Background: an optimization exercise with open tools, aiming at small area, a short achievable clock period and few clock cycles per item. Do not read the settings as production practice.
No run shown here included a check of the RTL's function; only the layout flow was run.
Power figures rest on the tool's default switching activity, not on a simulated workload.

==> flow/design.v, too long to show whole: its modules and the start of the top module <==
// module Mult: 1331 lines
// module BoothEnc: 6 lines
// module BoothRowX: 10 lines
// module PrefixAdd: 324 lines
// module BoothHalfLo: 8 lines
// module BoothHalfHi: 9 lines
// module FA: 6 lines
// module HA: 6 lines
module Mult (MultStart, out_A, out_B, rst, clk, HI, LOW, EndMult);
  // ...
==> flow/flow/run.sh <==
#!/bin/bash
# The standard layout (the standard.sh: ORFS synthesis to finish), except that
# the port buffers are sky130_fd_sc_hd__buf_2 rather than the delay-cell buffer
# that buffer_ports picks by default. The make output goes to standard.log; ORFS
# keeps each step's own log under orfs/logs/.
set -uo pipefail
bash standard.sh "BUFFER_PORTS_ARGS=-buffer_cell sky130_fd_sc_hd__buf_2" finish > standard.log 2>&1
==> flow/standard.sh <==
#!/bin/bash
# synth_recipe.tcl (not shown) runs the flow's synth.tcl, then flattens the netlist and writes it again
# the make line also repeats each setting of config.mk as NAME=value (left out here)
make -C /OpenROAD-flow-scripts/flow DESIGN_CONFIG=/design/flow/config.mk WORK_HOME=/design/flow/orfs CLKGATE_MAP_FILE= SYNTH_SCRIPT=/design/flow/synth_recipe.tcl "${@:-finish}"
==> flow/config.mk <==
export PLATFORM = sky130hd
export DESIGN_NAME = Mult
export DESIGN_NICKNAME = Mult
export VERILOG_FILES = /design/flow/design.v
export SDC_FILE = /design/flow/constraint.sdc
export NUM_CORES = 4
export LEC_CHECK = 0
export CAP_MARGIN = 20
export CORE_MARGIN = 2
export CORE_UTILIZATION = 40
export CTS_BUF_LIST = sky130_fd_sc_hd__clkbuf_4 sky130_fd_sc_hd__clkbuf_8
export SETUP_SLACK_MARGIN = 1.5
export SLEW_MARGIN = 20
export SYNTH_HIERARCHICAL = 1
export SYNTH_MINIMUM_KEEP_SIZE = 0
export TNS_END_PERCENT = 20
==> flow/constraint.sdc <==
create_clock -name core_clock -period 6.5 [get_ports {clk}]
set_input_delay 1.3000 -clock core_clock [delete_from_list [all_inputs] [get_ports {clk}]]
set_output_delay 1.3000 -clock core_clock [all_outputs]
set_load 0.01 [all_outputs]
==> impl_metrics.py, run 1 <==
metrics = {
    "cells_and_area": {
        "dominant_cells": "multi-input gates",
        "final_common_cell": "xnor2_1",
        "area_growth_pct": 7.22,
        "clk_share_pct": 1.50,
    },
    "clock_tree": {
        "cts-buffers-inserted": 17,
        "htreeDepth": 4,
        "path_clk_slew_ns": 0.08,
        "cts_tree": "built",
    },
    "worst_hold_path": {
        "min_from": "rst",
    },
    "grt": {
        "grt_max_degree": 42,
        "top_usage_layer": "met2",
        "first_global_vias": 20800,
        "overflow": 0,
    },
    "pwr": {
        "finalPower_mw": 14.4,
        "switching_share_pct": 49.6,
        "clockPowerShare_pct": 5.3,
        "power_switching_mw": 7.16,
        "p_per_area_nw_per_um2": 516,
    },
    "critical_path": {
        "critPathSlowestCell": "or4_1",
        "cp-start-kind": "flop",
    },
    "placed_design": {
        "numPlacedInstances": 3322,
        "place_area_um2": 27200,
    },
    "synth": {
        "synth_compound_area_share_pct": 19.0,
        "syn_inst": 2387,
        "netlist_area_um2": 26100,
    },
    "run_status": {
        "status": "finished clean",
    },
    "routing": {
        "dr.pass1.iters": 5,
        "avgViaCountPerCell": 5.93,
    },
    "floorplanning": {
        "die_w_um": 259,
        "start_util_pct": 40.4,
    },
    "sta": {
        "fin_ws_ns": 1.48,
        "worst_slew_pin_slew_ns": 0.864,
    },
}
==> run 2: changes to the inputs <==
--- a/flow/design.v
+++ b/flow/design.v
@@ -12,155 +12,107 @@
 	assign bs = {out_B, 1'b0};
 	wire [32:0] ax = {out_A[31], out_A};
 	wire [32:0] ax1 = {out_A, 1'b0};
 	wire one0, two0;
 	BoothEnc enc0 (.b(bs[2:0]), .one(one0), .two(two0));
 	wire neg0 = bs[2] | ~(bs[1] | bs[0]);
 	wire [31:0] pp0;
 	wire pn0;
-	wire oneh0, twoh0;
-	BoothEnc ench0 (.b(bs[2:0]), .one(oneh0), .two(twoh0));
-	BoothHalfLo rowl0 (.one(one0), .two(two0), .nx(bs[2]), .a(out_A[15:0]), .p(pp0[15:0]));
-	BoothHalfHi rowh0 (.one(oneh0), .two(twoh0), .nx(bs[2]), .a(out_A[31:15]), .p(pp0[31:16]), .pn(pn0));
+	BoothRowX row0 (.one(one0), .two(two0), .nx(bs[2]), .a(out_A), .p(pp0), .pn(pn0));
 	wire one1, two1;
 	BoothEnc enc1 (.b(bs[4:2]), .one(one1), .two(two1));
 	wire neg1 = bs[4] | ~(bs[3] | bs[2]);
 	wire [31:0] pp1;
 	wire pn1;
-	wire oneh1, twoh1;
-	BoothEnc ench1 (.b(bs[4:2]), .one(oneh1), .two(twoh1));
-	BoothHalfLo rowl1 (.one(one1), .two(two1), .nx(bs[4]), .a(out_A[15:0]), .p(pp1[15:0]));
-	BoothHalfHi rowh1 (.one(oneh1), .two(twoh1), .nx(bs[4]), .a(out_A[31:15]), .p(pp1[31:16]), .pn(pn1));
+	BoothRowX row1 (.one(one1), .two(two1), .nx(bs[4]), .a(out_A), .p(pp1), .pn(pn1));
 	wire one2, two2;
 	BoothEnc enc2 (.b(bs[6:4]), .one(one2), .two(two2));
 	wire neg2 = bs[6] | ~(bs[5] | bs[4]);
 	wire [31:0] pp2;
 	wire pn2;
-	wire oneh2, twoh2;
-	BoothEnc ench2 (.b(bs[6:4]), .one(oneh2), .two(twoh2));
-	BoothHalfLo rowl2 (.one(one2), .two(two2), .nx(bs[6]), .a(out_A[15:0]), .p(pp2[15:0]));
-	BoothHalfHi rowh2 (.one(oneh2), .two(twoh2), .nx(bs[6]), .a(out_A[31:15]), .p(pp2[31:16]), .pn(pn2));
+	BoothRowX row2 (.one(one2), .two(two2), .nx(bs[6]), .a(out_A), .p(pp2), .pn(pn2));
 	wire one3, two3;
 	BoothEnc enc3 (.b(bs[8:6]), .one(one3), .two(two3));
 	wire neg3 = bs[8] | ~(bs[7] | bs[6]);
 	wire [31:0] pp3;
 	wire pn3;
-	wire oneh3, twoh3;
-	BoothEnc ench3 (.b(bs[8:6]), .one(oneh3), .two(twoh3));
-	BoothHalfLo rowl3 (.one(one3), .two(two3), .nx(bs[8]), .a(out_A[15:0]), .p(pp3[15:0]));
-	BoothHalfHi rowh3 (.one(oneh3), .two(twoh3), .nx(bs[8]), .a(out_A[31:15]), .p(pp3[31:16]), .pn(pn3));
+	BoothRowX row3 (.one(one3), .two(two3), .nx(bs[8]), .a(out_A), .p(pp3), .pn(pn3));
 	wire one4, two4;
 	BoothEnc enc4 (.b(bs[10:8]), .one(one4), .two(two4));
 	wire neg4 = bs[10] | ~(bs[9] | bs[8]);
 	wire [31:0] pp4;
 	wire pn4;
-	wire oneh4, twoh4;
-	BoothEnc ench4 (.b(bs[10:8]), .one(oneh4), .two(twoh4));
-	BoothHalfLo rowl4 (.one(one4), .two(two4), .nx(bs[10]), .a(out_A[15:0]), .p(pp4[15:0]));
-	BoothHalfHi rowh4 (.one(oneh4), .two(twoh4), .nx(bs[10]), .a(out_A[31:15]), .p(pp4[31:16]), .pn(pn4));
+	BoothRowX row4 (.one(one4), .two(two4), .nx(bs[10]), .a(out_A), .p(pp4), .pn(pn4));
 	wire one5, two5;
 	BoothEnc enc5 (.b(bs[12:10]), .one(one5), .two(two5));
 	wire neg5 = bs[12] | ~(bs[11] | bs[10]);
 	wire [31:0] pp5;
 	wire pn5;
-	wire oneh5, twoh5;
-	BoothEnc ench5 (.b(bs[12:10]), .one(oneh5), .two(twoh5));
-	BoothHalfLo rowl5 (.one(one5), .two(two5), .nx(bs[12]), .a(out_A[15:0]), .p(pp5[15:0]));
-	BoothHalfHi rowh5 (.one(oneh5), .two(twoh5), .nx(bs[12]), .a(out_A[31:15]), .p(pp5[31:16]), .pn(pn5));
+	BoothRowX row5 (.one(one5), .two(two5), .nx(bs[12]), .a(out_A), .p(pp5), .pn(pn5));
 	wire one6, two6;
 	BoothEnc enc6 (.b(bs[14:12]), .one(one6), .two(two6));
 	wire neg6 = bs[14] | ~(bs[13] | bs[12]);
 	wire [31:0] pp6;
 	wire pn6;
-	wire oneh6, twoh6;
-	BoothEnc ench6 (.b(bs[14:12]), .one(oneh6), .two(twoh6));
-	BoothHalfLo rowl6 (.one(one6), .two(two6), .nx(bs[14]), .a(out_A[15:0]), .p(pp6[15:0]));
-	BoothHalfHi rowh6 (.one(oneh6), .two(twoh6), .nx(bs[14]), .a(out_A[31:15]), .p(pp6[31:16]), .pn(pn6));
+	BoothRowX row6 (.one(one6), .two(two6), .nx(bs[14]), .a(out_A), .p(pp6), .pn(pn6));
 	wire one7, two7;
 	BoothEnc enc7 (.b(bs[16:14]), .one(one7), .two(two7));
 	wire neg7 = bs[16] | ~(bs[15] | bs[14]);
 	wire [31:0] pp7;
 	wire pn7;
-	wire oneh7, twoh7;
-	BoothEnc ench7 (.b(bs[16:14]), .one(oneh7), .two(twoh7));
-	BoothHalfLo rowl7 (.one(one7), .two(two7), .nx(bs[16]), .a(out_A[15:0]), .p(pp7[15:0]));
-	BoothHalfHi rowh7 (.one(oneh7), .two(twoh7), .nx(bs[16]), .a(out_A[31:15]), .p(pp7[31:16]), .pn(pn7));
+	BoothRowX row7 (.one(one7), .two(two7), .nx(bs[16]), .a(out_A), .p(pp7), .pn(pn7));
 	wire one8, two8;
 	BoothEnc enc8 (.b(bs[18:16]), .one(one8), .two(two8));
 	wire neg8 = bs[18] | ~(bs[17] | bs[16]);
 	wire [31:0] pp8;
 	wire pn8;
-	wire oneh8, twoh8;
-	BoothEnc ench8 (.b(bs[18:16]), .one(oneh8), .two(twoh8));
-	BoothHalfLo rowl8 (.one(one8), .two(two8), .nx(bs[18]), .a(out_A[15:0]), .p(pp8[15:0]));
-	BoothHalfHi rowh8 (.one(oneh8), .two(twoh8), .nx(bs[18]), .a(out_A[31:15]), .p(pp8[31:16]), .pn(pn8));
+	BoothRowX row8 (.one(one8), .two(two8), .nx(bs[18]), .a(out_A), .p(pp8), .pn(pn8));
 	wire one9, two9;
 	BoothEnc enc9 (.b(bs[20:18]), .one(one9), .two(two9));
 	wire neg9 = bs[20] | ~(bs[19] | bs[18]);
 	wire [31:0] pp9;
 	wire pn9;
-	wire oneh9, twoh9;
-	BoothEnc ench9 (.b(bs[20:18]), .one(oneh9), .two(twoh9));
-	BoothHalfLo rowl9 (.one(one9), .two(two9), .nx(bs[20]), .a(out_A[15:0]), .p(pp9[15:0]));
-	BoothHalfHi rowh9 (.one(oneh9), .two(twoh9), .nx(bs[20]), .a(out_A[31:15]), .p(pp9[31:16]), .pn(pn9));
+	BoothRowX row9 (.one(one9), .two(two9), .nx(bs[20]), .a(out_A), .p(pp9), .pn(pn9));
 	wire one10, two10;
 	BoothEnc enc10 (.b(bs[22:20]), .one(one10), .two(two10));
 	wire neg10 = bs[22] | ~(bs[21] | bs[20]);
 	wire [31:0] pp10;
 	wire pn10;
-	wire oneh10, twoh10;
-	BoothEnc ench10 (.b(bs[22:20]), .one(oneh10), .two(twoh10));
-	BoothHalfLo rowl10 (.one(one10), .two(two10), .nx(bs[22]), .a(out_A[15:0]), .p(pp10[15:0]));
-	BoothHalfHi rowh10 (.one(oneh10), .two(twoh10), .nx(bs[22]), .a(out_A[31:15]), .p(pp10[31:16]), .pn(pn10));
+	BoothRowX row10 (.one(one10), .two(two10), .nx(bs[22]), .a(out_A), .p(pp10), .pn(pn10));
 	wire one11, two11;
 	BoothEnc enc11 (.b(bs[24:22]), .one(one11), .two(two11));
 	wire neg11 = bs[24] | ~(bs[23] | bs[22]);
 	wire [31:0] pp11;
 	wire pn11;
-	wire oneh11, twoh11;
-	BoothEnc ench11 (.b(bs[24:22]), .one(oneh11), .two(twoh11));
-	BoothHalfLo rowl11 (.one(one11), .two(two11), .nx(bs[24]), .a(out_A[15:0]), .p(pp11[15:0]));
-	BoothHalfHi rowh11 (.one(oneh11), .two(twoh11), .nx(bs[24]), .a(out_A[31:15]), .p(pp11[31:16]), .pn(pn11));
+	BoothRowX row11 (.one(one11), .two(two11), .nx(bs[24]), .a(out_A), .p(pp11), .pn(pn11));
 	wire one12, two12;
 	BoothEnc enc12 (.b(bs[26:24]), .one(one12), .two(two12));
 	wire neg12 = bs[26] | ~(bs[25] | bs[24]);
 	wire [31:0] pp12;
 	wire pn12;
-	wire oneh12, twoh12;
-	BoothEnc ench12 (.b(bs[26:24]), .one(oneh12), .two(twoh12));
-	BoothHalfLo rowl12 (.one(one12), .two(two12), .nx(bs[26]), .a(out_A[15:0]), .p(pp12[15:0]));
-	BoothHalfHi rowh12 (.one(oneh12), .two(twoh12), .nx(bs[26]), .a(out_A[31:15]), .p(pp12[31:16]), .pn(pn12));
+	BoothRowX row12 (.one(one12), .two(two12), .nx(bs[26]), .a(out_A), .p(pp12), .pn(pn12));
 	wire one13, two13;
 	BoothEnc enc13 (.b(bs[28:26]), .one(one13), .two(two13));
 	wire neg13 = bs[28] | ~(bs[27] | bs[26]);
 	wire [31:0] pp13;
 	wire pn13;
-	wire oneh13, twoh13;
-	BoothEnc ench13 (.b(bs[28:26]), .one(oneh13), .two(twoh13));
-	BoothHalfLo rowl13 (.one(one13), .two(two13), .nx(bs[28]), .a(out_A[15:0]), .p(pp13[15:0]));
-	BoothHalfHi rowh13 (.one(oneh13), .two(twoh13), .nx(bs[28]), .a(out_A[31:15]), .p(pp13[31:16]), .pn(pn13));
+	BoothRowX row13 (.one(one13), .two(two13), .nx(bs[28]), .a(out_A), .p(pp13), .pn(pn13));
 	wire one14, two14;
 	BoothEnc enc14 (.b(bs[30:28]), .one(one14), .two(two14));
 	wire neg14 = bs[30] | ~(bs[29] | bs[28]);
 	wire [31:0] pp14;
 	wire pn14;
-	wire oneh14, twoh14;
-	BoothEnc ench14 (.b(bs[30:28]), .one(oneh14), .two(twoh14));
-	BoothHalfLo rowl14 (.one(one14), .two(two14), .nx(bs[30]), .a(out_A[15:0]), .p(pp14[15:0]));
-	BoothHalfHi rowh14 (.one(oneh14), .two(twoh14), .nx(bs[30]), .a(out_A[31:15]), .p(pp14[31:16]), .pn(pn14));
+	BoothRowX row14 (.one(one14), .two(two14), .nx(bs[30]), .a(out_A), .p(pp14), .pn(pn14));
 	wire one15, two15;
 	BoothEnc enc15 (.b(bs[32:30]), .one(one15), .two(two15));
 	wire neg15 = bs[32] | ~(bs[31] | bs[30]);
 	wire [31:0] pp15;
 	wire pn15;
-	wire oneh15, twoh15;
-	BoothEnc ench15 (.b(bs[32:30]), .one(oneh15), .two(twoh15));
-	BoothHalfLo rowl15 (.one(one15), .two(two15), .nx(bs[32]), .a(out_A[15:0]), .p(pp15[15:0]));
-	BoothHalfHi rowh15 (.one(oneh15), .two(twoh15), .nx(bs[32]), .a(out_A[31:15]), .p(pp15[31:16]), .pn(pn15));
+	BoothRowX row15 (.one(one15), .two(two15), .nx(bs[32]), .a(out_A), .p(pp15), .pn(pn15));
 	wire s1, c2;
 	HA ha_s1 (.a(neg12), .b(pp0[24]), .s(s1), .co(c2));
 	wire s3, c4;
 	FA fa_s3 (.a(pp0[25]), .b(pp1[23]), .c(pp2[21]), .s(s3), .co(c4));
 	wire s5, c6;
 	FA fa_s5 (.a(neg13), .b(pp0[26]), .c(pp1[24]), .s(s5), .co(c6));
 	wire s7, c8;
 	FA fa_s7 (.a(pp2[22]), .b(pp3[20]), .c(pp4[18]), .s(s7), .co(c8));
@@ -941,18 +893,18 @@
 	wire s783, c784;
 	FA fa_s783 (.a(pp15[26]), .b(c606), .c(c604), .s(s783), .co(c784));
 	wire s785, c786;
 	FA fa_s785 (.a(1'b1), .b(pp13[31]), .c(pp14[29]), .s(s785), .co(c786));
 	wire s787, c788;
 	HA ha_s787 (.a(pp15[27]), .b(c608), .s(s787), .co(c788));
 	wire s789, c790;
 	FA fa_s789 (.a(pn13), .b(pp14[30]), .c(pp15[28]), .s(s789), .co(c790));
-	wire s791, c792;
-	HA ha_s791 (.a(1'b1), .b(pp14[31]), .s(s791), .co(c792));
+	wire s791 = ~pp14[31];
+	wire c792 = pp14[31];
 	wire s793, c794;
 	HA ha_s793 (.a(neg2), .b(pp0[4]), .s(s793), .co(c794));
 	wire s795, c796;
 	FA fa_s795 (.a(pp0[5]), .b(pp1[3]), .c(pp2[1]), .s(s795), .co(c796));
 	wire s797, c798;
 	FA fa_s797 (.a(pp1[4]), .b(pp2[2]), .c(pp3[0]), .s(s797), .co(c798));
 	wire s799, c800;
 	FA fa_s799 (.a(pp3[1]), .b(c610), .c(s611), .s(s799), .co(c800));
@@ -1057,279 +1009,426 @@
 	wire s899, c900;
 	FA fa_s899 (.a(s785), .b(s787), .c(c784), .s(s899), .co(c900));
 	wire s901, c902;
 	FA fa_s901 (.a(c786), .b(s789), .c(c788), .s(s901), .co(c902));
 	wire s903, c904;
 	FA fa_s903 (.a(pp15[29]), .b(s791), .c(c790), .s(s903), .co(c904));
 	wire s905, c906;
 	FA fa_s905 (.a(pn14), .b(pp15[30]), .c(c792), .s(s905), .co(c906));
-	wire s907, c908;
-	HA ha_s907 (.a(1'b1), .b(pp15[31]), .s(s907), .co(c908));
+	wire s907 = ~pp15[31];
+	wire c908 = pp15[31];
 	wire s909, c910;
 	HA ha_s909 (.a(neg1), .b(pp0[2]), .s(s909), .co(c910));
 	wire s911, c912;
 	HA ha_s911 (.a(pp0[3]), .b(pp1[1]), .s(s911), .co(c912));
 	wire s913, c914;
 	FA fa_s913 (.a(pp1[2]), .b(pp2[0]), .c(s793), .s(s913), .co(c914));
 	wire s915, c916;
 	HA ha_s915 (.a(c794), .b(s795), .s(s915), .co(c916));
 	wire s917, c918;
 	FA fa_s917 (.a(s609), .b(c796), .c(s797), .s(s917), .co(c918));
 	wire s919, c920;
 	HA ha_s919 (.a(c798), .b(s799), .s(s919), .co(c920));
-	wire s921, c922;
-	HA ha_s921 (.a(c800), .b(s801), .s(s921), .co(c922));
-	wire s923, c924;
-	FA fa_s923 (.a(s617), .b(c802), .c(s803), .s(s923), .co(c924));
-	wire s925, c926;
-	FA fa_s925 (.a(s623), .b(c804), .c(s805), .s(s925), .co(c926));
-	wire s927, c928;
-	FA fa_s927 (.a(s627), .b(c806), .c(s807), .s(s927), .co(c928));
+	wire [7:0] lb;
+	wire rc921;
+	HA ha_rc921 (.a(neg0), .b(pp0[0]), .s(lb[0]), .co(rc921));
+	wire rc922;
+	HA ha_rc922 (.a(pp0[1]), .b(rc921), .s(lb[1]), .co(rc922));
+	wire rc923;
+	FA fa_rc923 (.a(s909), .b(pp1[0]), .c(rc922), .s(lb[2]), .co(rc923));
+	wire rc924;
+	FA fa_rc924 (.a(c910), .b(s911), .c(rc923), .s(lb[3]), .co(rc924));
+	wire rc925;
+	FA fa_rc925 (.a(c912), .b(s913), .c(rc924), .s(lb[4]), .co(rc925));
+	wire rc926;
+	FA fa_rc926 (.a(c914), .b(s915), .c(rc925), .s(lb[5]), .co(rc926));
+	wire rc927;
+	FA fa_rc927 (.a(c916), .b(s917), .c(rc926), .s(lb[6]), .co(rc927));
+	wire rc928;
+	FA fa_rc928 (.a(c918), .b(s919), .c(rc927), .s(lb[7]), .co(rc928));
+	reg [7:0] LB;
+	reg CI;
+	reg [148:0] RB;
+	always @(posedge clk) begin
+		LB <= lb;
+		CI <= rc928;
+		RB[0] <= c920;
+		RB[1] <= c800;
+		RB[2] <= s801;
+		RB[3] <= s617;
+		RB[4] <= c802;
+		RB[5] <= s803;
+		RB[6] <= s623;
+		RB[7] <= c804;
+		RB[8] <= s805;
+		RB[9] <= s627;
+		RB[10] <= c806;
+		RB[11] <= s807;
+		RB[12] <= s629;
+		RB[13] <= c808;
+		RB[14] <= s809;
+		RB[15] <= s633;
+		RB[16] <= c810;
+		RB[17] <= s811;
+		RB[18] <= s637;
+		RB[19] <= c812;
+		RB[20] <= s813;
+		RB[21] <= s643;
+		RB[22] <= c814;
+		RB[23] <= s815;
+		RB[24] <= s647;
+		RB[25] <= c816;
+		RB[26] <= s817;
+		RB[27] <= s651;
+		RB[28] <= c818;
+		RB[29] <= s819;
+		RB[30] <= s655;
+		RB[31] <= c820;
+		RB[32] <= s821;
+		RB[33] <= s659;
+		RB[34] <= c822;
+		RB[35] <= s823;
+		RB[36] <= s661;
+		RB[37] <= c824;
+		RB[38] <= s825;
+		RB[39] <= s665;
+		RB[40] <= c826;
+		RB[41] <= s827;
+		RB[42] <= s671;
+		RB[43] <= c828;
+		RB[44] <= s829;
+		RB[45] <= s675;
+		RB[46] <= c830;
+		RB[47] <= s831;
+		RB[48] <= s679;
+		RB[49] <= c832;
+		RB[50] <= s833;
+		RB[51] <= s683;
+		RB[52] <= c834;
+		RB[53] <= s835;
+		RB[54] <= s687;
+		RB[55] <= c836;
+		RB[56] <= s837;
+		RB[57] <= s691;
+		RB[58] <= c838;
+		RB[59] <= s839;
+		RB[60] <= s695;
+		RB[61] <= c840;
+		RB[62] <= s841;
+		RB[63] <= s699;
+		RB[64] <= c842;
+		RB[65] <= s843;
+		RB[66] <= s701;
+		RB[67] <= c844;
+		RB[68] <= s845;
+		RB[69] <= s705;
+		RB[70] <= c846;
+		RB[71] <= s847;
+		RB[72] <= s711;
+		RB[73] <= c848;
+		RB[74] <= s849;
+		RB[75] <= s715;
+		RB[76] <= c850;
+		RB[77] <= s851;
+		RB[78] <= s719;
+		RB[79] <= c852;
+		RB[80] <= s853;
+		RB[81] <= s723;
+		RB[82] <= c854;
+		RB[83] <= s855;
+		RB[84] <= s725;
+		RB[85] <= c856;
+		RB[86] <= s857;
+		RB[87] <= s729;
+		RB[88] <= c858;
+		RB[89] <= s859;
+		RB[90] <= s733;
+		RB[91] <= c860;
+		RB[92] <= s861;
+		RB[93] <= s737;
+		RB[94] <= c862;
+		RB[95] <= s863;
+		RB[96] <= c864;
+		RB[97] <= s865;
+		RB[98] <= c866;
+		RB[99] <= s867;
+		RB[100] <= c868;
+		RB[101] <= s869;
+		RB[102] <= c870;
+		RB[103] <= s871;
+		RB[104] <= c746;
+		RB[105] <= s873;
+		RB[106] <= c872;
+		RB[107] <= s755;
+		RB[108] <= c874;
+		RB[109] <= s875;
+		RB[110] <= c756;
+		RB[111] <= s877;
+		RB[112] <= c876;
+		RB[113] <= c760;
+		RB[114] <= s879;
+		RB[115] <= c878;
+		RB[116] <= c880;
+		RB[117] <= s881;
+		RB[118] <= c882;
+		RB[119] <= s883;
+		RB[120] <= c884;
+		RB[121] <= s885;
+		RB[122] <= c886;
+		RB[123] <= s887;
+		RB[124] <= c770;
+		RB[125] <= s889;
+		RB[126] <= c888;
+		RB[127] <= c776;
+		RB[128] <= s891;
+		RB[129] <= c890;
+		RB[130] <= c892;
+		RB[131] <= s893;
+		RB[132] <= c894;
+		RB[133] <= s895;
+		RB[134] <= c896;
+		RB[135] <= s897;
+		RB[136] <= c898;
+		RB[137] <= s899;
+		RB[138] <= s901;
+		RB[139] <= c900;
+		RB[140] <= s903;
+		RB[141] <= c902;
+		RB[142] <= s905;
+		RB[143] <= c904;
+		RB[144] <= s907;
+		RB[145] <= c906;
+		RB[146] <= pn15;
+		RB[147] <= c908;
+		RB[148] <= 1'b1;
+	end
 	wire s929, c930;
-	FA fa_s929 (.a(s629), .b(c808), .c(s809), .s(s929), .co(c930));
+	HA ha_s929 (.a(RB[0]), .b(RB[1]), .s(s929), .co(c930));
 	wire s931, c932;
-	FA fa_s931 (.a(s633), .b(c810), .c(s811), .s(s931), .co(c932));
+	FA fa_s931 (.a(RB[3]), .b(RB[4]), .c(RB[5]), .s(s931), .co(c932));
 	wire s933, c934;
-	FA fa_s933 (.a(s637), .b(c812), .c(s813), .s(s933), .co(c934));
+	FA fa_s933 (.a(RB[6]), .b(RB[7]), .c(RB[8]), .s(s933), .co(c934));
 	wire s935, c936;
-	FA fa_s935 (.a(s643), .b(c814), .c(s815), .s(s935), .co(c936));
+	FA fa_s935 (.a(RB[9]), .b(RB[10]), .c(RB[11]), .s(s935), .co(c936));
 	wire s937, c938;
-	FA fa_s937 (.a(s647), .b(c816), .c(s817), .s(s937), .co(c938));
+	FA fa_s937 (.a(RB[12]), .b(RB[13]), .c(RB[14]), .s(s937), .co(c938));
 	wire s939, c940;
-	FA fa_s939 (.a(s651), .b(c818), .c(s819), .s(s939), .co(c940));
+	FA fa_s939 (.a(RB[15]), .b(RB[16]), .c(RB[17]), .s(s939), .co(c940));
 	wire s941, c942;
-	FA fa_s941 (.a(s655), .b(c820), .c(s821), .s(s941), .co(c942));
+	FA fa_s941 (.a(RB[18]), .b(RB[19]), .c(RB[20]), .s(s941), .co(c942));
 	wire s943, c944;
-	FA fa_s943 (.a(s659), .b(c822), .c(s823), .s(s943), .co(c944));
+	FA fa_s943 (.a(RB[21]), .b(RB[22]), .c(RB[23]), .s(s943), .co(c944));
 	wire s945, c946;
-	FA fa_s945 (.a(s661), .b(c824), .c(s825), .s(s945), .co(c946));
+	FA fa_s945 (.a(RB[24]), .b(RB[25]), .c(RB[26]), .s(s945), .co(c946));
 	wire s947, c948;
-	FA fa_s947 (.a(s665), .b(c826), .c(s827), .s(s947), .co(c948));
+	FA fa_s947 (.a(RB[27]), .b(RB[28]), .c(RB[29]), .s(s947), .co(c948));
 	wire s949, c950;
-	FA fa_s949 (.a(s671), .b(c828), .c(s829), .s(s949), .co(c950));
+	FA fa_s949 (.a(RB[30]), .b(RB[31]), .c(RB[32]), .s(s949), .co(c950));
 	wire s951, c952;
-	FA fa_s951 (.a(s675), .b(c830), .c(s831), .s(s951), .co(c952));
+	FA fa_s951 (.a(RB[33]), .b(RB[34]), .c(RB[35]), .s(s951), .co(c952));
 	wire s953, c954;
-	FA fa_s953 (.a(s679), .b(c832), .c(s833), .s(s953), .co(c954));
+	FA fa_s953 (.a(RB[36]), .b(RB[37]), .c(RB[38]), .s(s953), .co(c954));
 	wire s955, c956;
-	FA fa_s955 (.a(s683), .b(c834), .c(s835), .s(s955), .co(c956));
+	FA fa_s955 (.a(RB[39]), .b(RB[40]), .c(RB[41]), .s(s955), .co(c956));
 	wire s957, c958;
-	FA fa_s957 (.a(s687), .b(c836), .c(s837), .s(s957), .co(c958));
+	FA fa_s957 (.a(RB[42]), .b(RB[43]), .c(RB[44]), .s(s957), .co(c958));
 	wire s959, c960;
-	FA fa_s959 (.a(s691), .b(c838), .c(s839), .s(s959), .co(c960));
+	FA fa_s959 (.a(RB[45]), .b(RB[46]), .c(RB[47]), .s(s959), .co(c960));
 	wire s961, c962;
-	FA fa_s961 (.a(s695), .b(c840), .c(s841), .s(s961), .co(c962));
+	FA fa_s961 (.a(RB[48]), .b(RB[49]), .c(RB[50]), .s(s961), .co(c962));
 	wire s963, c964;
-	FA fa_s963 (.a(s699), .b(c842), .c(s843), .s(s963), .co(c964));
+	FA fa_s963 (.a(RB[51]), .b(RB[52]), .c(RB[53]), .s(s963), .co(c964));
 	wire s965, c966;
-	FA fa_s965 (.a(s701), .b(c844), .c(s845), .s(s965), .co(c966));
+	FA fa_s965 (.a(RB[54]), .b(RB[55]), .c(RB[56]), .s(s965), .co(c966));
 	wire s967, c968;
-	FA fa_s967 (.a(s705), .b(c846), .c(s847), .s(s967), .co(c968));
+	FA fa_s967 (.a(RB[57]), .b(RB[58]), .c(RB[59]), .s(s967), .co(c968));
 	wire s969, c970;
-	FA fa_s969 (.a(s711), .b(c848), .c(s849), .s(s969), .co(c970));
+	FA fa_s969 (.a(RB[60]), .b(RB[61]), .c(RB[62]), .s(s969), .co(c970));
 	wire s971, c972;
-	FA fa_s971 (.a(s715), .b(c850), .c(s851), .s(s971), .co(c972));
+	FA fa_s971 (.a(RB[63]), .b(RB[64]), .c(RB[65]), .s(s971), .co(c972));
 	wire s973, c974;
-	FA fa_s973 (.a(s719), .b(c852), .c(s853), .s(s973), .co(c974));
+	FA fa_s973 (.a(RB[66]), .b(RB[67]), .c(RB[68]), .s(s973), .co(c974));
 	wire s975, c976;
-	FA fa_s975 (.a(s723), .b(c854), .c(s855), .s(s975), .co(c976));
+	FA fa_s975 (.a(RB[69]), .b(RB[70]), .c(RB[71]), .s(s975), .co(c976));
 	wire s977, c978;
-	FA fa_s977 (.a(s725), .b(c856), .c(s857), .s(s977), .co(c978));
+	FA fa_s977 (.a(RB[72]), .b(RB[73]), .c(RB[74]), .s(s977), .co(c978));
 	wire s979, c980;
-	FA fa_s979 (.a(s729), .b(c858), .c(s859), .s(s979), .co(c980));
+	FA fa_s979 (.a(RB[75]), .b(RB[76]), .c(RB[77]), .s(s979), .co(c980));
 	wire s981, c982;
-	FA fa_s981 (.a(s733), .b(c860), .c(s861), .s(s981), .co(c982));
+	FA fa_s981 (.a(RB[78]), .b(RB[79]), .c(RB[80]), .s(s981), .co(c982));
 	wire s983, c984;
-	FA fa_s983 (.a(s737), .b(c862), .c(s863), .s(s983), .co(c984));
+	FA fa_s983 (.a(RB[81]), .b(RB[82]), .c(RB[83]), .s(s983), .co(c984));
 	wire s985, c986;
-	HA ha_s985 (.a(c864), .b(s865), .s(s985), .co(c986));
+	FA fa_s985 (.a(RB[84]), .b(RB[85]), .c(RB[86]), .s(s985), .co(c986));
 	wire s987, c988;
-	HA ha_s987 (.a(c866), .b(s867), .s(s987), .co(c988));
+	FA fa_s987 (.a(RB[87]), .b(RB[88]), .c(RB[89]), .s(s987), .co(c988));
 	wire s989, c990;
-	HA ha_s989 (.a(c868), .b(s869), .s(s989), .co(c990));
+	FA fa_s989 (.a(RB[90]), .b(RB[91]), .c(RB[92]), .s(s989), .co(c990));
 	wire s991, c992;
-	HA ha_s991 (.a(c870), .b(s871), .s(s991), .co(c992));
+	FA fa_s991 (.a(RB[93]), .b(RB[94]), .c(RB[95]), .s(s991), .co(c992));
 	wire s993, c994;
-	FA fa_s993 (.a(c746), .b(s873), .c(c872), .s(s993), .co(c994));
+	HA ha_s993 (.a(RB[96]), .b(RB[97]), .s(s993), .co(c994));
 	wire s995, c996;
-	FA fa_s995 (.a(s755), .b(c874), .c(s875), .s(s995), .co(c996));
+	HA ha_s995 (.a(RB[98]), .b(RB[99]), .s(s995), .co(c996));
 	wire s997, c998;
-	FA fa_s997 (.a(c756), .b(s877), .c(c876), .s(s997), .co(c998));
+	HA ha_s997 (.a(RB[100]), .b(RB[101]), .s(s997), .co(c998));
 	wire s999, c1000;
-	FA fa_s999 (.a(c760), .b(s879), .c(c878), .s(s999), .co(c1000));
+	HA ha_s999 (.a(RB[102]), .b(RB[103]), .s(s999), .co(c1000));
 	wire s1001, c1002;
-	HA ha_s1001 (.a(c880), .b(s881), .s(s1001), .co(c1002));
+	FA fa_s1001 (.a(RB[104]), .b(RB[105]), .c(RB[106]), .s(s1001), .co(c1002));
 	wire s1003, c1004;
-	HA ha_s1003 (.a(c882), .b(s883), .s(s1003), .co(c1004));
+	FA fa_s1003 (.a(RB[107]), .b(RB[108]), .c(RB[109]), .s(s1003), .co(c1004));
 	wire s1005, c1006;
-	HA ha_s1005 (.a(c884), .b(s885), .s(s1005), .co(c1006));
+	FA fa_s1005 (.a(RB[110]), .b(RB[111]), .c(RB[112]), .s(s1005), .co(c1006));
 	wire s1007, c1008;
-	HA ha_s1007 (.a(c886), .b(s887), .s(s1007), .co(c1008));
+	FA fa_s1007 (.a(RB[113]), .b(RB[114]), .c(RB[115]), .s(s1007), .co(c1008));
 	wire s1009, c1010;
-	FA fa_s1009 (.a(c770), .b(s889), .c(c888), .s(s1009), .co(c1010));
+	HA ha_s1009 (.a(RB[116]), .b(RB[117]), .s(s1009), .co(c1010));
 	wire s1011, c1012;
-	FA fa_s1011 (.a(c776), .b(s891), .c(c890), .s(s1011), .co(c1012));
+	HA ha_s1011 (.a(RB[118]), .b(RB[119]), .s(s1011), .co(c1012));
 	wire s1013, c1014;
-	HA ha_s1013 (.a(c892), .b(s893), .s(s1013), .co(c1014));
+	HA ha_s1013 (.a(RB[120]), .b(RB[121]), .s(s1013), .co(c1014));
 	wire s1015, c1016;
-	HA ha_s1015 (.a(c894), .b(s895), .s(s1015), .co(c1016));
+	HA ha_s1015 (.a(RB[122]), .b(RB[123]), .s(s1015), .co(c1016));
 	wire s1017, c1018;
-	HA ha_s1017 (.a(c896), .b(s897), .s(s1017), .co(c1018));
+	FA fa_s1017 (.a(RB[124]), .b(RB[125]), .c(RB[126]), .s(s1017), .co(c1018));
 	wire s1019, c1020;
-	HA ha_s1019 (.a(c898), .b(s899), .s(s1019), .co(c1020));
+	FA fa_s1019 (.a(RB[127]), .b(RB[128]), .c(RB[129]), .s(s1019), .co(c1020));
 	wire s1021, c1022;
-	HA ha_s1021 (.a(s901), .b(c900), .s(s1021), .co(c1022));
+	HA ha_s1021 (.a(RB[130]), .b(RB[131]), .s(s1021), .co(c1022));
 	wire s1023, c1024;
-	HA ha_s1023 (.a(s903), .b(c902), .s(s1023), .co(c1024));
+	HA ha_s1023 (.a(RB[132]), .b(RB[133]), .s(s1023), .co(c1024));
 	wire s1025, c1026;
-	HA ha_s1025 (.a(s905), .b(c904), .s(s1025), .co(c1026));
+	HA ha_s1025 (.a(RB[134]), .b(RB[135]), .s(s1025), .co(c1026));
 	wire s1027, c1028;
-	HA ha_s1027 (.a(s907), .b(c906), .s(s1027), .co(c1028));
+	HA ha_s1027 (.a(RB[136]), .b(RB[137]), .s(s1027), .co(c1028));
 	wire s1029, c1030;
-	HA ha_s1029 (.a(pn15), .b(c908), .s(s1029), .co(c1030));
-	wire [7:0] lb;
-	wire rc1031;
-	HA ha_rc1031 (.a(neg0), .b(pp0[0]), .s(lb[0]), .co(rc1031));
-	wire rc1032;
-	HA ha_rc1032 (.a(pp0[1]), .b(rc1031), .s(lb[1]), .co(rc1032));
-	wire rc1033;
-	FA fa_rc1033 (.a(s909), .b(pp1[0]), .c(rc1032), .s(lb[2]), .co(rc1033));
-	wire rc1034;
-	FA fa_rc1034 (.a(c910), .b(s911), .c(rc1033), .s(lb[3]), .co(rc1034));
-	wire rc1035;
-	FA fa_rc1035 (.a(c912), .b(s913), .c(rc1034), .s(lb[4]), .co(rc1035));
-	wire rc1036;
-	FA fa_rc1036 (.a(c914), .b(s915), .c(rc1035), .s(lb[5]), .co(rc1036));
-	wire rc1037;
-	FA fa_rc1037 (.a(c916), .b(s917), .c(rc1036), .s(lb[6]), .co(rc1037));
-	wire rc1038;
-	FA fa_rc1038 (.a(c918), .b(s919), .c(rc1037), .s(lb[7]), .co(rc1038));
-	reg [7:0] LB;
-	reg CI;
-	reg [55:0] S;
-	reg [55:0] C;
-	always @(posedge clk) begin
-		LB <= lb;
-		CI <= rc1038;
-		S[0] <= c920;
-		C[0] <= s921;
-		S[1] <= c922;
-		C[1] <= s923;
-		S[2] <= c924;
-		C[2] <= s925;
-		S[3] <= c926;
-		C[3] <= s927;
-		S[4] <= c928;
-		C[4] <= s929;
-		S[5] <= c930;
-		C[5] <= s931;
-		S[6] <= c932;
-		C[6] <= s933;
-		S[7] <= c934;
-		C[7] <= s935;
-		S[8] <= c936;
-		C[8] <= s937;
-		S[9] <= c938;
-		C[9] <= s939;
-		S[10] <= c940;
-		C[10] <= s941;
-		S[11] <= c942;
-		C[11] <= s943;
-		S[12] <= c944;
-		C[12] <= s945;
-		S[13] <= c946;
-		C[13] <= s947;
-		S[14] <= c948;
-		C[14] <= s949;
-		S[15] <= c950;
-		C[15] <= s951;
-		S[16] <= c952;
-		C[16] <= s953;
-		S[17] <= c954;
-		C[17] <= s955;
-		S[18] <= c956;
-		C[18] <= s957;
-		S[19] <= c958;
-		C[19] <= s959;
-		S[20] <= c960;
-		C[20] <= s961;
-		S[21] <= c962;
-		C[21] <= s963;
-		S[22] <= c964;
-		C[22] <= s965;
-		S[23] <= c966;
-		C[23] <= s967;
-		S[24] <= c968;
-		C[24] <= s969;
-		S[25] <= c970;
-		C[25] <= s971;
-		S[26] <= c972;
-		C[26] <= s973;
-		S[27] <= c974;
-		C[27] <= s975;
-		S[28] <= c976;
-		C[28] <= s977;
-		S[29] <= c978;
-		C[29] <= s979;
-		S[30] <= c980;
-		C[30] <= s981;
-		S[31] <= c982;
-		C[31] <= s983;
-		S[32] <= c984;
-		C[32] <= s985;
-		S[33] <= c986;
-		C[33] <= s987;
-		S[34] <= c988;
-		C[34] <= s989;
-		S[35] <= c990;
-		C[35] <= s991;
-		S[36] <= c992;
-		C[36] <= s993;
-		S[37] <= c994;
-		C[37] <= s995;
-		S[38] <= c996;
-		C[38] <= s997;
-		S[39] <= c998;
-		C[39] <= s999;
-		S[40] <= c1000;
-		C[40] <= s1001;
-		S[41] <= c1002;
-		C[41] <= s1003;
-		S[42] <= c1004;
-		C[42] <= s1005;
-		S[43] <= c1006;
-		C[43] <= s1007;
-		S[44] <= c1008;
-		C[44] <= s1009;
-		S[45] <= c1010;
-		C[45] <= s1011;
-		S[46] <= c1012;
-		C[46] <= s1013;
-		S[47] <= c1014;
-		C[47] <= s1015;
-		S[48] <= c1016;
-		C[48] <= s1017;
-		S[49] <= c1018;
-		C[49] <= s1019;
-		S[50] <= c1020;
-		C[50] <= s1021;
-		S[51] <= c1022;
-		C[51] <= s1023;
-		S[52] <= c1024;
-		C[52] <= s1025;
-		S[53] <= c1026;
-		C[53] <= s1027;
-		S[54] <= c1028;
-		C[54] <= s1029;
-		S[55] <= c1030;
-		C[55] <= 1'b1;
-	end
-	wire [55:0] G = S & C;
-	wire [55:0] P = S ^ C;
+	HA ha_s1029 (.a(RB[138]), .b(RB[139]), .s(s1029), .co(c1030));
+	wire s1031, c1032;
+	HA ha_s1031 (.a(RB[140]), .b(RB[141]), .s(s1031), .co(c1032));
+	wire s1033, c1034;
+	HA ha_s1033 (.a(RB[142]), .b(RB[143]), .s(s1033), .co(c1034));
+	wire s1035, c1036;
+	HA ha_s1035 (.a(RB[144]), .b(RB[145]), .s(s1035), .co(c1036));
+	wire s1037, c1038;
+	HA ha_s1037 (.a(RB[146]), .b(RB[147]), .s(s1037), .co(c1038));
+	wire [55:0] G, P;
+	assign G[0] = s929 & RB[2];
+	assign P[0] = s929 ^ RB[2];
+	assign G[1] = c930 & s931;
+	assign P[1] = c930 ^ s931;
+	assign G[2] = c932 & s933;
+	assign P[2] = c932 ^ s933;
+	assign G[3] = c934 & s935;
+	assign P[3] = c934 ^ s935;
+	assign G[4] = c936 & s937;
+	assign P[4] = c936 ^ s937;
+	assign G[5] = c938 & s939;
+	assign P[5] = c938 ^ s939;
+	assign G[6] = c940 & s941;
+	assign P[6] = c940 ^ s941;
+	assign G[7] = c942 & s943;
+	assign P[7] = c942 ^ s943;
+	assign G[8] = c944 & s945;
+	assign P[8] = c944 ^ s945;
+	assign G[9] = c946 & s947;
+	assign P[9] = c946 ^ s947;
+	assign G[10] = c948 & s949;
+	assign P[10] = c948 ^ s949;
+	assign G[11] = c950 & s951;
+	assign P[11] = c950 ^ s951;
+	assign G[12] = c952 & s953;
+	assign P[12] = c952 ^ s953;
+	assign G[13] = c954 & s955;
+	assign P[13] = c954 ^ s955;
+	assign G[14] = c956 & s957;
+	assign P[14] = c956 ^ s957;
+	assign G[15] = c958 & s959;
+	assign P[15] = c958 ^ s959;
+	assign G[16] = c960 & s961;
+	assign P[16] = c960 ^ s961;
+	assign G[17] = c962 & s963;
+	assign P[17] = c962 ^ s963;
+	assign G[18] = c964 & s965;
+	assign P[18] = c964 ^ s965;
+	assign G[19] = c966 & s967;
+	assign P[19] = c966 ^ s967;
+	assign G[20] = c968 & s969;
+	assign P[20] = c968 ^ s969;
+	assign G[21] = c970 & s971;
+	assign P[21] = c970 ^ s971;
+	assign G[22] = c972 & s973;
+	assign P[22] = c972 ^ s973;
+	assign G[23] = c974 & s975;
+	assign P[23] = c974 ^ s975;
+	assign G[24] = c976 & s977;
+	assign P[24] = c976 ^ s977;
+	assign G[25] = c978 & s979;
+	assign P[25] = c978 ^ s979;
+	assign G[26] = c980 & s981;
+	assign P[26] = c980 ^ s981;
+	assign G[27] = c982 & s983;
+	assign P[27] = c982 ^ s983;
+	assign G[28] = c984 & s985;
+	assign P[28] = c984 ^ s985;
+	assign G[29] = c986 & s987;
+	assign P[29] = c986 ^ s987;
+	assign G[30] = c988 & s989;
+	assign P[30] = c988 ^ s989;
+	assign G[31] = c990 & s991;
+	assign P[31] = c990 ^ s991;
+	assign G[32] = c992 & s993;
+	assign P[32] = c992 ^ s993;
+	assign G[33] = c994 & s995;
+	assign P[33] = c994 ^ s995;
+	assign G[34] = c996 & s997;
+	assign P[34] = c996 ^ s997;
+	assign G[35] = c998 & s999;
+	assign P[35] = c998 ^ s999;
+	assign G[36] = c1000 & s1001;
+	assign P[36] = c1000 ^ s1001;
+	assign G[37] = c1002 & s1003;
+	assign P[37] = c1002 ^ s1003;
+	assign G[38] = c1004 & s1005;
+	assign P[38] = c1004 ^ s1005;
+	assign G[39] = c1006 & s1007;
+	assign P[39] = c1006 ^ s1007;
+	assign G[40] = c1008 & s1009;
+	assign P[40] = c1008 ^ s1009;
+	assign G[41] = c1010 & s1011;
+	assign P[41] = c1010 ^ s1011;
+	assign G[42] = c1012 & s1013;
+	assign P[42] = c1012 ^ s1013;
+	assign G[43] = c1014 & s1015;
+	assign P[43] = c1014 ^ s1015;
+	assign G[44] = c1016 & s1017;
+	assign P[44] = c1016 ^ s1017;
+	assign G[45] = c1018 & s1019;
+	assign P[45] = c1018 ^ s1019;
+	assign G[46] = c1020 & s1021;
+	assign P[46] = c1020 ^ s1021;
+	assign G[47] = c1022 & s1023;
+	assign P[47] = c1022 ^ s1023;
+	assign G[48] = c1024 & s1025;
+	assign P[48] = c1024 ^ s1025;
+	assign G[49] = c1026 & s1027;
+	assign P[49] = c1026 ^ s1027;
+	assign G[50] = c1028 & s1029;
+	assign P[50] = c1028 ^ s1029;
+	assign G[51] = c1030 & s1031;
+	assign P[51] = c1030 ^ s1031;
+	assign G[52] = c1032 & s1033;
+	assign P[52] = c1032 ^ s1033;
+	assign G[53] = c1034 & s1035;
+	assign P[53] = c1034 ^ s1035;
+	assign G[54] = c1036 & s1037;
+	assign P[54] = c1036 ^ s1037;
+	assign G[55] = c1038 & RB[148];
+	assign P[55] = c1038 ^ RB[148];
 	wire [55:0] hs;
 	PrefixAdd padd (.g(G), .p(P), .ci(CI), .s(hs));
 	assign {HI, LOW} = {hs, LB};
 endmodule
 module BoothEnc (b, one, two);
 	input wire [2:0] b;
 	output wire one, two;
 	assign one = b[1] ^ b[0];
@@ -1664,33 +1763,16 @@
 	assign s[49] = p[49] ^ G152;
 	assign s[50] = p[50] ^ G153;
 	assign s[51] = p[51] ^ G154;
 	assign s[52] = p[52] ^ G155;
 	assign s[53] = p[53] ^ G156;
 	assign s[54] = p[54] ^ G157;
 	assign s[55] = p[55] ^ G158;
 endmodule
-module BoothHalfLo (one, two, nx, a, p);
-	input wire one, two, nx;
-	input wire [15:0] a;
-	output wire [15:0] p;
-	wire [15:0] q = ~(a ^ {16{nx}});
-	wire [15:0] q1 = {q[14:0], ~nx};
-	assign p = ~(({16{one}} & q) | ({16{two}} & q1));
-endmodule
-module BoothHalfHi (one, two, nx, a, p, pn);
-	input wire one, two, nx;
-	input wire [16:0] a;
-	output wire [15:0] p;
-	output wire pn;
-	wire [16:0] q = ~(a ^ {17{nx}});
-	assign p = ~(({16{one}} & q[16:1]) | ({16{two}} & q[15:0]));
-	assign pn = (one | two) & q[16];
-endmodule
 module FA (a, b, c, s, co);
 	input wire a, b, c;
 	output wire s, co;
 	assign s = a ^ b ^ c;
 	assign co = (a & b) | (a & c) | (b & c);
 endmodule
 module HA (a, b, s, co);
 	input wire a, b;
==> flow/config.mk (replaced) <==
export PLATFORM = sky130hd
export DESIGN_NAME = Mult
export DESIGN_NICKNAME = Mult
export VERILOG_FILES = /design/flow/design.v
export SDC_FILE = /design/flow/constraint.sdc
export NUM_CORES = 4
export LEC_CHECK = 0
export CAP_MARGIN = 20
export CORE_MARGIN = 2
export CORE_UTILIZATION = 40
export SETUP_SLACK_MARGIN = 1.5
export SLEW_MARGIN = 20
export SYNTH_HIERARCHICAL = 1
export SYNTH_MINIMUM_KEEP_SIZE = 0
==> impl_metrics.py, run 2 <==
metrics = {
    "run_status": {
        "status": "finished clean",
    },
    "cells_and_area": {
        "final_common_cell": "xnor2_1",
        "most-common-layout-cells": "522 x xnor2_1, 480 x a22oi_1, 440 x fa_1, 155 x dfxtp_1, 130 x ha_1",
        "final_area_um2": 28500,
        "drive_above_1_share_pct": 15.8,
        "reg_top3": "RB (148), LB (8)",
        "area_growth_pct": 8.66,
        "layout.nets": 3092,
        "regMostFlops": "RB",
        "largest_reg_flops": 148,
    },
    "grt": {
        "overflow": 0,
        "grt_max_degree": 35,
        "grt_pass1_wl_um": 130000,
        "track_usage_pct": 25.7,
        "antenna_found_initial": 2,
        "first_global_vias": 21500,
    },
    "sta": {
        "rsz0062_at_grt": "yes",
        "fin_crit_sh_pct": 80.8,
        "worst_slew_pin_slew_ns": 0.989,
        "timing.final.crit_period_ns": 5.25,
        "clock.fmax_mhz": 190,
        "setup_violations": 0,
        "max_slew_margin_pct": 34.1,
        "drv_slew": 0,
        "timing_hold_violations_final": 0,
        "fin_tns_setup_ns": 0,
    },
    "synth": {
        "ys_types": 65,
        "seq_area_frac_synth_pct": 12.1,
        "netlist_area_um2": 26200,
        "yosys_register_bits": 158,
        "synth_top_area_share_pct": 33.6,
        "async_reset_ff_share_pct": 0,
        "avgSynthCellArea_um2": 11.2,
        "yosysMostFrequentCell": "xnor2_1",
        "yosys_warnings": 7,
        "syn_inst": 2344,
        "synth_edf_count": 0,
        "synth_flop_cell": "dfxtp_1",
        "synthTopCellsByArea": "fa_1 34%, xnor2_1 17%, a22oi_1 14%, dfxtp_1 12%, ha_1 6.8%",
        "synth_commonest_cells": "524 x xnor2_1, 480 x a22oi_1, 440 x fa_1",
        "synth.largest_area_cell": "fa_1",
    },
    "clock_tree": {
        "root_buffer": "clkbuf_16",
        "cts_buffer_depth": 2,
        "cts-buffers-inserted": 17,
        "path_clk_slew_ns": 0.07,
        "clkSinkCount": 158,
        "htreeDepth": 4,
        "cts_tree": "built",
    },
    "pwr": {
        "power_switching_mw": 8.88,
        "clockPowerShare_pct": 6.1,
        "intPower_mw": 9.04,
        "seq_power_share_pct": 10.5,
        "p_per_area_nw_per_um2": 629,
        "comb_power_share_pct": 83.4,
        "leakagePower_nw": 9.99,
        "finalPower_mw": 17.9,
        "vdd_drop_max_mv": 0.720,
        "switching_share_pct": 49.5,
    },
    "routing": {
        "routedWlPerCell_um": 25.5,
        "ant_nets": 0,
        "dr.first_iter.drc_count": 1817,
        "num_vias": 19800,
        "dr.pass1.iters": 7,
        "drcViolationCount": 0,
        "wl_um": 84600,
        "avgViaCountPerCell": 5.97,
    },
    "floorplanning": {
        "start_util_pct": 40.5,
        "die_w_um": 260,
        "ios": 132,
        "core_um2": 64700,
        "rows": 93,
        "die_h_um": 260,
        "die_area_um2": 67600,
    },
    "placed_design": {
        "gp_congestion": 0.926,
        "place_area_um2": 27100,
        "portBuffers": 131,
        "dpl.hpwl_um": 66700,
    },
    "critical_path": {
        "crit_chain": "fa_1 > ha_4 > a211oi_2 > nor3b_2 > or4_4 > a221oi_4 > a21oi_4 > o311ai_4 > a21boi_2 > nor4_1 > a311o_1 > buf_2",
        "path_max_fanout": 4,
        "cp_slowest_stage_delay_ns": 0.57,
        "worstPathRequired_ns": 5.20,
        "crit_type": "flop to output port",
        "critPathSlowestCell": "fa_1",
        "cp-start-kind": "flop",
        "cp-end-kind": "output port",
        "arrival_ns": 3.95,
    },
    "worst_hold_path": {
        "hp-class": "input pin to flop",
    },
    "run": {
        "drv_cap": 0,
    },
}
==> run 2: cell families after synthesis <==
group                      count (synthesis)  share of synthesized area (%)
AOI/OAI and AO/OA                        642                           18.4
buffers and inverters                    206                           6.54
other                                      2                         0.0286
DFF                                      158                           12.1
xor gates and xnor gates                 565                           18.9
and+or+nand+nor                          188                           3.73
muxes                                      1                         0.0382
adders and majority gates                582                           40.4
==> run 2: power by group through the flow <==
stage / sequential, mW / clock (mW) / combinational (mW)
after floorplan: 1.87 / 0 / 9.04
after detailed placement: 1.91 / 0 / 13.5
final: 1.89 / 1.10 / 14.9
after global placement: 1.90 / 0 / 13.3
after global routing: 1.94 / 1.16 / 16.9
after CTS: 1.90 / 1.14 / 14.5
==> run 2: final timing paths <==
path	from	endpoint	slack, ns	cells past startpoint
max	RB[72]	HI[14]	1.25	12
min	rst	EndMult	0.96	2
==> run 2: critical path: cells and delay by family, from the launching register on <==
kind	cells	cell delay, ns
flops	1	0.32
simple gates	3	0.70
compound gates	6	1.49
buf+inv	1	0.13
fa+ha+maj	2	0.78
==> run 2: per-module statistics from Yosys, one instance, submodules excluded <==
module | flops+latches | copies in the design
BoothEnc | 0 | 16
BoothRowX | 0 | 16
FA | 0 | 440
HA | 0 | 81
Mult | 158 | 1
PrefixAdd | 0 | 1
==> run 2: stage by stage <==
step                utilization, %  cells  hold WS, ns  worst slack (ns)
floorplan                        -   2359         1.37              1.74
global placement              41.9   3247         1.48              1.13
detailed placement            41.9   3247         1.49              1.07
CTS                           43.6   3294        0.935              1.21
global route                  44.0   3313        0.956              1.10
finish                        44.0   3314        0.962              1.25
==> run 2: area by class of cell <==
cell class                 count  area (um^2)
fill                        6180        36200
sequential                   158         3170
timing repair buffer         241         1530
clock inverter                15          198
tap                          855         1070
multi-input combinational   1995        22000
antenna                        3         7.51
inverter                      30          113
clock buffer                  17          425
==> run 2: what timing repair did <==
| item | in CTS | in global routing |
|---|---|---|
| resized for setup | 60 | 41 |
| setup buffers | 15 | 17 |
| hold buffers | 0 | 0 |
| cloned | 0 | 0 |
| setup endpoints to repair | 36 | 36 |
| pin swaps | 32 | 49 |
==> run 2: routing by layer <==
metal  wire length, um  share of wire (%)  GRT usage (%)  vias to the layer above
li1                  -                  -              -                     8508
met4              4660                5.5           13.8                        0
met5                 0                  0              0                        -
met3              6010                7.1           4.53                      220
met1             32800                 39           31.0                    10200
met2             41200                 49           43.8                      878

## re-timing with driven ports
The flow's constraints put no driver on any port. The routed layouts listed below were extracted and timed again, unchanged, in two steps.
Step 1, drivers: a clkbuf_16 drives clk and a buf_2 each remaining input, both assumed.
Step 2 moves the port delays by t, midway between the first and last clock arrival at a register: inputs arrive t later, outputs are due t later. That takes back most of the time a late clock gives input paths.
Three values: no drivers, after step 1, after step 2; two values: the first two.
run	shift t [ns]	setup WS [ns]	worst slew at a driven data input, ns
run 1	0.621	1.485 / 1.431 / 0.938	0.08
run 2	0.557	1.247 / 1.187 / 1.087	0.09
After both steps setup and hold are still met in every run listed. For run 1, which loses most, drivers alone change the setup slack by -0.054 ns; drivers and shift together by -0.547 ns.
